Background: an optimization exercise with open tools, aiming at small area, a short achievable clock period and few clock cycles. Do not read the settings as production practice. In this exercise RTL edits were held to simulation tests only and were not proved equivalent to the original. Power figures rest on the tool's default switching activity, not on a simulated workload.

==> 03-22: inputs <==
Design LASER, start of the top module:
module LASER (
    input CLK,
    input RST,
    input [3:0] X,
    input [3:0] Y,
    output reg [3:0] C1X,
    output reg [3:0] C1Y,
    output reg [3:0] C2X,
    output reg [3:0] C2Y,
    output reg DONE
);
export LEC_CHECK = 0
export ABC_AREA = 1
export CAP_MARGIN = 30
export CORE_MARGIN = 2
export CORE_UTILIZATION = 40
export SETUP_SLACK_MARGIN = 5
export SLEW_MARGIN = 20
create_clock -name core_clock -period 10.0 [get_ports {CLK}]
standard.sh (not shown) runs the stock make flow with config.mk's settings and CLKGATE_MAP_FILE= SYNTH_SCRIPT=/design/flow/synth_recipe.tcl, a recipe that flattens the netlist after the stock synthesis.
==> flow/flow/run.sh <==
#!/bin/bash
# Own flow: the standard layout (standard.sh, unchanged synthesis), only
# with a larger setup repair margin, so that the resizer keeps shortening
# paths that already meet the 10 ns clock. Each tool's output goes to
# standard.log (make) in this folder; ORFS's own logs stay under orfs/logs.
set -euo pipefail
sed -e 's/SETUP_SLACK_MARGIN=[0-9.]*/SETUP_SLACK_MARGIN=7.2/' standard.sh > standard_margin.sh
bash standard_margin.sh > standard.log 2>&1
==> 04-20: changes against 03-22 <==
--- a/flow/design.v
+++ b/flow/design.v
@@ -11,13 +11,17 @@
 );
     reg [3:0] px [0:39];      
     reg [4:0] yr [0:39];      
     reg [39:0] pm;            
     reg       run;            
     reg [5:0] in_cnt;
-    reg [4:0] cyc;            
+    reg [3:0] cyc;            
+    reg       tail;           
+    reg [1:0] rec;            
+    reg [3:0] sy;             
+    reg       bad;            
     reg       par;            
     reg [5:0] b_cnt;
     reg [3:0] b_x, b_y;
     integer i;
     reg vB, vC, fB, fC;       
     reg [3:0] rB, rC;         
@@ -29,34 +33,39 @@
             g = 1'b0;
             for (k = 0; k < 6; k = k + 1)
                 g = (a[k] & ~b[k]) | ((a[k] | ~b[k]) & g);
             gt6 = g;
         end
     endfunction
-    wire rowcyc = run & (cyc <= 5'd11);
-    wire mcyc   = run & (cyc == 5'd15);
-    wire ecyc   = run & (cyc == 5'd14);
-    wire dcyc   = run & (cyc == 5'd13);    
-    wire clr    = run & (cyc == 5'd12);    
+    wire norm   = run & (rec == 2'd0);
+    wire issue  = norm & (cyc <= 4'd11);           
+    wire mcyc   = norm & (cyc == 4'd12) | run & (rec == 2'd2);
+    wire clr    = norm & (cyc == 4'd11) | run & (rec == 2'd1);    
+    wire tcyc   = norm & tail;
     wire last_in = ~run & (in_cnt == 6'd39);
+    wire miss;                
     reg [4:0] ndelta;
     reg [4:0] nd_n;
     wire take;
     always @* begin
         if (RST)
             nd_n = 5'd0;
         else if (!run)
             nd_n = last_in ? -5'd1 : (in_cnt == 6'd38) ? -5'd2 : 5'd0;
-        else if (cyc <= 5'd9 || cyc == 5'd15)
+        else if (rec == 2'd1)        
+            nd_n = {1'b0, b_y} - 5'd2;
+        else if (rec == 2'd2)
+            nd_n = -5'd1;
+        else if (tail && miss)       
+            nd_n = take ? 5'd3 - {1'b0, rC} : 5'd3 - {1'b0, b_y};
+        else if (cyc <= 4'd9 || cyc == 4'd12)
             nd_n = -5'd1;
-        else if (cyc == 5'd13)       
+        else if (cyc == 4'd10)       
             nd_n = take ? 5'd13 - {1'b0, rC} : 5'd13 - {1'b0, b_y};
-        else if (cyc == 5'd14)       
-            nd_n = {1'b0, b_y} - 5'd2;
-        else
-            nd_n = 5'd0;
+        else                         
+            nd_n = {1'b0, sy} - 5'd2;
     end
     always @(posedge CLK) ndelta <= nd_n;
     genvar t, c;
     wire [4:0] yr_in [0:39];
     generate
         for (t = 0; t < 40; t = t + 1) begin : ys
@@ -76,22 +85,22 @@
     generate
         for (t = 0; t < 40; t = t + 1) begin : tg
             laser_tfun u_tf (.px(px[t]), .yr(yr[t]), .en(~pm[t]), .col(colbit[t]));
             assign newmask[t] = |(colbit[t] & bx_hot);
         end
     endgenerate
-    reg [11-1:0] pa [0:11];
+    reg [13-1:0] pa [0:11];
     reg [5:0] pc [0:5];       
     reg       ph [0:5];       
     generate
         for (c = 0; c < 12; c = c + 1) begin : pcnt
             wire [39:0] bits;
             for (t = 0; t < 40; t = t + 1) begin : bb
                 assign bits[t] = colbit[t][c];
             end
-            wire [11-1:0] part;
+            wire [13-1:0] part;
             wire [5:0] sum;
             pc40_a u_a (.in(bits), .out(part));
             pc40_b u_b (.in(pa[c]), .out(sum));
             always @(posedge CLK) pa[c] <= part;
         end
         for (c = 0; c < 6; c = c + 1) begin : pair
@@ -140,58 +149,80 @@
     generate
         for (c = 0; c < 6; c = c + 1) begin : sm
             assign same_w[c] = w[c] & ((2 * c + 2 + ph[c]) == ox) & (rC == oy);
         end
     endgenerate
     wire same = take ? (|same_w) : (b_x == ox && b_y == oy);
+    assign miss = bad | take;
     wire m00 = (Y == 4'd0 && X <= 4'd4) || (Y <= 4'd2 && X <= 4'd3) ||
                (Y == 4'd3 && X <= 4'd2) || (Y == 4'd4 && X == 4'd0);
     always @(posedge CLK) begin
         px[0] <= run ? px[39] : (X ^ {1'b0, X[3:1]});    
         yr[0] <= yr_in[0];
         pm[0] <= run ? (mcyc ? newmask[39] : pm[39] & ~clr) : m00;
         for (i = 1; i < 40; i = i + 1) begin
             px[i] <= px[i-1];
             yr[i] <= yr_in[i];
             pm[i] <= mcyc ? newmask[i-1] : pm[i-1] & ~clr;
         end
-        vB <= rowcyc;
-        fB <= (cyc == 5'd0);
-        rB <= cyc[3:0] + 4'd2;
-        vC <= vB; fC <= fB; rC <= rB;
+        vB <= issue;
+        fB <= (cyc == 4'd0);
+        rB <= cyc + 4'd2;
+        vC <= vB & ~(rec == 2'd1);    
+        fC <= fB; rC <= rB;
         if (take) begin
             b_cnt <= rmc;
             b_x <= rmx;
             for (i = 0; i < 12; i = i + 1)
                 bx_hot[i] <= (rmx == i + 2);
             b_y <= rC;
         end
+        if (cyc == 4'd10) begin
+            sy <= take ? rC : b_y;
+            bad <= 1'b0;
+        end else if (cyc == 4'd11 || cyc == 4'd12) begin
+            bad <= bad | take;
+        end
         if (RST) begin
             run <= 1'b0;
             in_cnt <= 6'd0;
             DONE <= 1'b0;
         end else if (!run) begin
             DONE <= 1'b0;
             in_cnt <= last_in ? 6'd0 : in_cnt + 6'd1;
             if (last_in)
                 run <= 1'b1;
-        end else if (dcyc && same) begin
+        end else if (tcyc && same) begin
             DONE <= 1'b1;
             run <= 1'b0;
         end
         if (last_in) begin
-            cyc <= 5'd0;
+            cyc <= 4'd0;
+            tail <= 1'b0;
+            rec <= 2'd0;
             par <= 1'b0;
             C1X <= 4'd0;  C1Y <= 4'd0;
             C2X <= 4'd15; C2Y <= 4'd15;
         end else begin
-            cyc <= mcyc ? 5'd0 : cyc + 5'd1;
-            if (ecyc) begin
+            if (rec == 2'd1) begin
+                rec <= 2'd2;
+            end else if (rec == 2'd2) begin
+                rec <= 2'd0;
+                cyc <= 4'd0;
+                tail <= 1'b0;
+            end else if (tcyc && miss) begin
+                rec <= 2'd1;
+                tail <= 1'b0;
+            end else begin
+                cyc <= (cyc == 4'd12) ? 4'd0 : cyc + 4'd1;
+                tail <= (cyc == 4'd12);
+            end
+            if (tcyc) begin
                 par <= ~par;
-                if (par) begin C1X <= b_x; C1Y <= b_y; end
-                else     begin C2X <= b_x; C2Y <= b_y; end
+                if (par) begin C1X <= take ? rmx : b_x; C1Y <= take ? rC : b_y; end
+                else     begin C2X <= take ? rmx : b_x; C2Y <= take ? rC : b_y; end
             end
         end
     end
 endmodule
 module laser_tfun(px, yr, en, col);
   input [3:0] px;
@@ -309,17 +340,17 @@
     wire c0 = a[0] & b[0];
     wire c1 = (a[1] & b[1]) | (a[1] & c0) | (b[1] & c0);
     wire c2 = (a[2] & b[2]) | (a[2] & c1) | (b[2] & c1);
     wire c3 = (a[3] & b[3]) | (a[3] & c2) | (b[3] & c2);
     assign s = {a[4] ^ b[4] ^ c3, a[3] ^ b[3] ^ c2, a[2] ^ b[2] ^ c1, a[1] ^ b[1] ^ c0, a[0] ^ b[0]};
 endmodule
-module pc40_a (input [39:0] in, output [10:0] out);
+module pc40_a (input [39:0] in, output [12:0] out);
     wire a1, a2, a3, a4, a5, a6, a7, a8, a9, a10, a11, a12, a13, a14, a15, a16;
     wire a17, a18, a19, a20, a21, a22, a23, a24, a25, a26, a27, a28, a29, a30, a31, a32;
     wire a33, a34, a35, a36, a37, a38, a39, a40, a41, a42, a43, a44, a45, a46, a47, a48;
-    wire a49, a50, a51, a52, a53, a54, a55, a56, a57, a58;
+    wire a49, a50, a51, a52, a53, a54;
     assign a1 = in[0] ^ in[1] ^ in[2];
     assign a2 = (in[0] & in[1]) | (in[0] & in[2]) | (in[1] & in[2]);
     assign a3 = in[3] ^ in[4] ^ in[5];
     assign a4 = (in[3] & in[4]) | (in[3] & in[5]) | (in[4] & in[5]);
     assign a5 = in[6] ^ in[7] ^ in[8];
     assign a6 = (in[6] & in[7]) | (in[6] & in[8]) | (in[7] & in[8]);
@@ -368,35 +399,35 @@
     assign a49 = a34 ^ a35 ^ a37;
     assign a50 = (a34 & a35) | (a34 & a37) | (a35 & a37);
     assign a51 = a39 ^ a41 ^ a26;
     assign a52 = (a39 & a41) | (a39 & a26) | (a41 & a26);
     assign a53 = a36 ^ a38 ^ a40;
     assign a54 = (a36 & a38) | (a36 & a40) | (a38 & a40);
-    assign a55 = a44 ^ a46 ^ a47;
-    assign a56 = (a44 & a46) | (a44 & a47) | (a46 & a47);
-    assign a57 = a48 ^ a50 ^ a52;
-    assign a58 = (a48 & a50) | (a48 & a52) | (a50 & a52);
-    assign out = {a54, a58, a42, a53, a57, a56, a51, a49, a55, a45, a43};
+    assign out = {a54, a42, a53, a52, a50, a48, a51, a49, a47, a46, a44, a45, a43};
 endmodule
-module pc40_b (input [10:0] in, output [5:0] out);
+module pc40_b (input [12:0] in, output [5:0] out);
     wire b1, b2, b3, b4, b5, b6, b7, b8, b9, b10, b11, b12, b13, b14, b15, b16;
-    wire b17, b18;
+    wire b17, b18, b19, b20, b21, b22;
     assign b1 = in[2] ^ in[3] ^ in[4];
     assign b2 = (in[2] & in[3]) | (in[2] & in[4]) | (in[3] & in[4]);
-    assign b3 = in[5] ^ in[6] ^ in[7];
-    assign b4 = (in[5] & in[6]) | (in[5] & in[7]) | (in[6] & in[7]);
-    assign b5 = b2 ^ b3 ^ in[8];
-    assign b6 = (b2 & b3) | (b2 & in[8]) | (b3 & in[8]);
-    assign b7 = b4 ^ in[9] ^ in[10];
-    assign b8 = (b4 & in[9]) | (b4 & in[10]) | (in[9] & in[10]);
-    assign b9 = in[0] ^ in[1];
-    assign b10 = in[0] & in[1];
-    assign b11 = b1 ^ b10;
-    assign b12 = b1 & b10;
-    assign b13 = b5 ^ b12;
-    assign b14 = b5 & b12;
-    assign b15 = b6 ^ b7 ^ b14;
-    assign b16 = (b6 & b7) | (b6 & b14) | (b7 & b14);
-    assign b17 = b8 ^ b16;
-    assign b18 = b8 & b16;
-    assign out = {b18, b17, b15, b13, b11, b9};
+    assign b3 = in[7] ^ in[8] ^ in[9];
+    assign b4 = (in[7] & in[8]) | (in[7] & in[9]) | (in[8] & in[9]);
+    assign b5 = b1 ^ in[5] ^ in[6];
+    assign b6 = (b1 & in[5]) | (b1 & in[6]) | (in[5] & in[6]);
+    assign b7 = b2 ^ b3 ^ in[10];
+    assign b8 = (b2 & b3) | (b2 & in[10]) | (b3 & in[10]);
+    assign b9 = b6 ^ b7 ^ in[11];
+    assign b10 = (b6 & b7) | (b6 & in[11]) | (b7 & in[11]);
+    assign b11 = b8 ^ b4 ^ in[12];
+    assign b12 = (b8 & b4) | (b8 & in[12]) | (b4 & in[12]);
+    assign b13 = in[0] ^ in[1];
+    assign b14 = in[0] & in[1];
+    assign b15 = b5 ^ b14;
+    assign b16 = b5 & b14;
+    assign b17 = b9 ^ b16;
+    assign b18 = b9 & b16;
+    assign b19 = b10 ^ b11 ^ b18;
+    assign b20 = (b10 & b11) | (b10 & b18) | (b11 & b18);
+    assign b21 = b12 ^ b20;
+    assign b22 = b12 & b20;
+    assign out = {b22, b21, b19, b17, b15, b13};
 endmodule
==> flow/flow/run.sh (replaced) <==
#!/bin/bash
# Own flow: the standard layout (standard.sh, unchanged synthesis), only
# with a larger setup repair margin, so that the resizer keeps shortening
# paths that already meet the 10 ns clock. Each tool's output goes to
# standard.log (make) in this folder; ORFS's own logs stay under orfs/logs.
set -euo pipefail
sed -e 's/SETUP_SLACK_MARGIN=[0-9.]*/SETUP_SLACK_MARGIN=6.6/' standard.sh > standard_margin.sh
bash standard_margin.sh > standard.log 2>&1
==> 03-18: changes against 03-22 <==
==> flow/flow/run.sh (replaced) <==
#!/bin/bash
# Own flow: the standard layout (standard.sh, unchanged synthesis), only
# with a larger setup repair margin, so that the resizer keeps shortening
# paths that already meet the 10 ns clock. Each tool's output goes to
# standard.log (make) in this folder; ORFS's own logs stay under orfs/logs.
set -euo pipefail
sed -e 's/SETUP_SLACK_MARGIN=[0-9.]*/SETUP_SLACK_MARGIN=6.6/' standard.sh > standard_margin.sh
bash standard_margin.sh > standard.log 2>&1
==> results.txt <==
Total power: 03-22 12.0 mW; 03-18 10.9 mW; 04-20 11.9 mW
Outcome: 03-22 no timing/DRC/antenna violations; 03-18 no timing/DRC/antenna violations; 04-20 complete, but fails checks
Violated checks: 03-22 -; 03-18 -; 04-20 antenna violations
Total detailed-routing wirelength: 03-22 172000 um; 03-18 168000 um; 04-20 166000 um
Post-cts gate resize count: 03-22 1039; 03-18 828; 04-20 254
Placement-stage cell area: 03-22 0.0501 sq mm; 03-18 0.0492 sq mm; 04-20 0.0502 sq mm
Crit-path max cell delay: 03-22 0.53 ns; 03-18 0.57 ns; 04-20 0.55 ns
Core occupancy in the finished layout: 03-22 0.509; 03-18 0.487; 04-20 0.462
Antenna cell count: 03-22 1; 03-18 1; 04-20 6
Area fraction of clock buffers and clock inverters: 03-22 0.0467; 03-18 0.0504; 04-20 0.0530
Well Taps: 03-22 1524; 03-18 1524; 04-20 1612
Total sequential power: 03-22 3.40 mW; 03-18 3.37 mW; 04-20 3.55 mW
Worst slack on hold paths: 03-22 0.325 ns; 03-18 0.308 ns; 04-20 0.320 ns
Final Critical Period: 03-22 3.62 ns; 03-18 3.65 ns; 04-20 3.48 ns
Total routing resource utilization after global routing: 03-22 0.276; 03-18 0.274; 04-20 0.266
Syn_area_per_cell: 03-22 7.73 sq um; 03-18 7.73 sq um; 04-20 7.83 sq um
Length in cells of the worst reg-to-reg path: 03-22 12; 03-18 13; 04-20 12
Testbench counts of 03-22, summed over its fixed seeds: cycles 14,720.
Testbench counts of 04-20, summed over its fixed seeds: cycles 13,874.
Testbench counts of 03-18, summed over its fixed seeds: cycles 14,720.

## separate check: timing with driven ports
The flow's constraints put no driver on any port. The routed layouts listed below were extracted and timed again, unchanged, in two steps. Step 1 assumes that a clkbuf_16 drives the clock port and a buf_2 every other input. Step 2, shift: input delay + t, output delay - t, t = (earliest + latest rising clock arrival at the registers) / 2. This alone moves slack from input paths to output paths. Three values: ideal, step 1, step 2; two values: the first two.
| run | t, ns | setup WS [ns] | slew at the worst register clock pin (ns) |
|---|---|---|---|
| 03-22 | 0.750 | 6.375 / 6.375 / 6.375 | 0.06 / 0.06 |
| 04-20 | 0.748 | 6.518 / 6.518 / 6.264 | 0.07 / 0.07 |
| 03-18 | 0.747 | 6.350 / 6.350 / 6.247 | 0.07 / 0.07 |
For 04-20, which loses most, drivers alone change the setup slack by 0.000 ns; drivers and shift together by -0.254 ns.
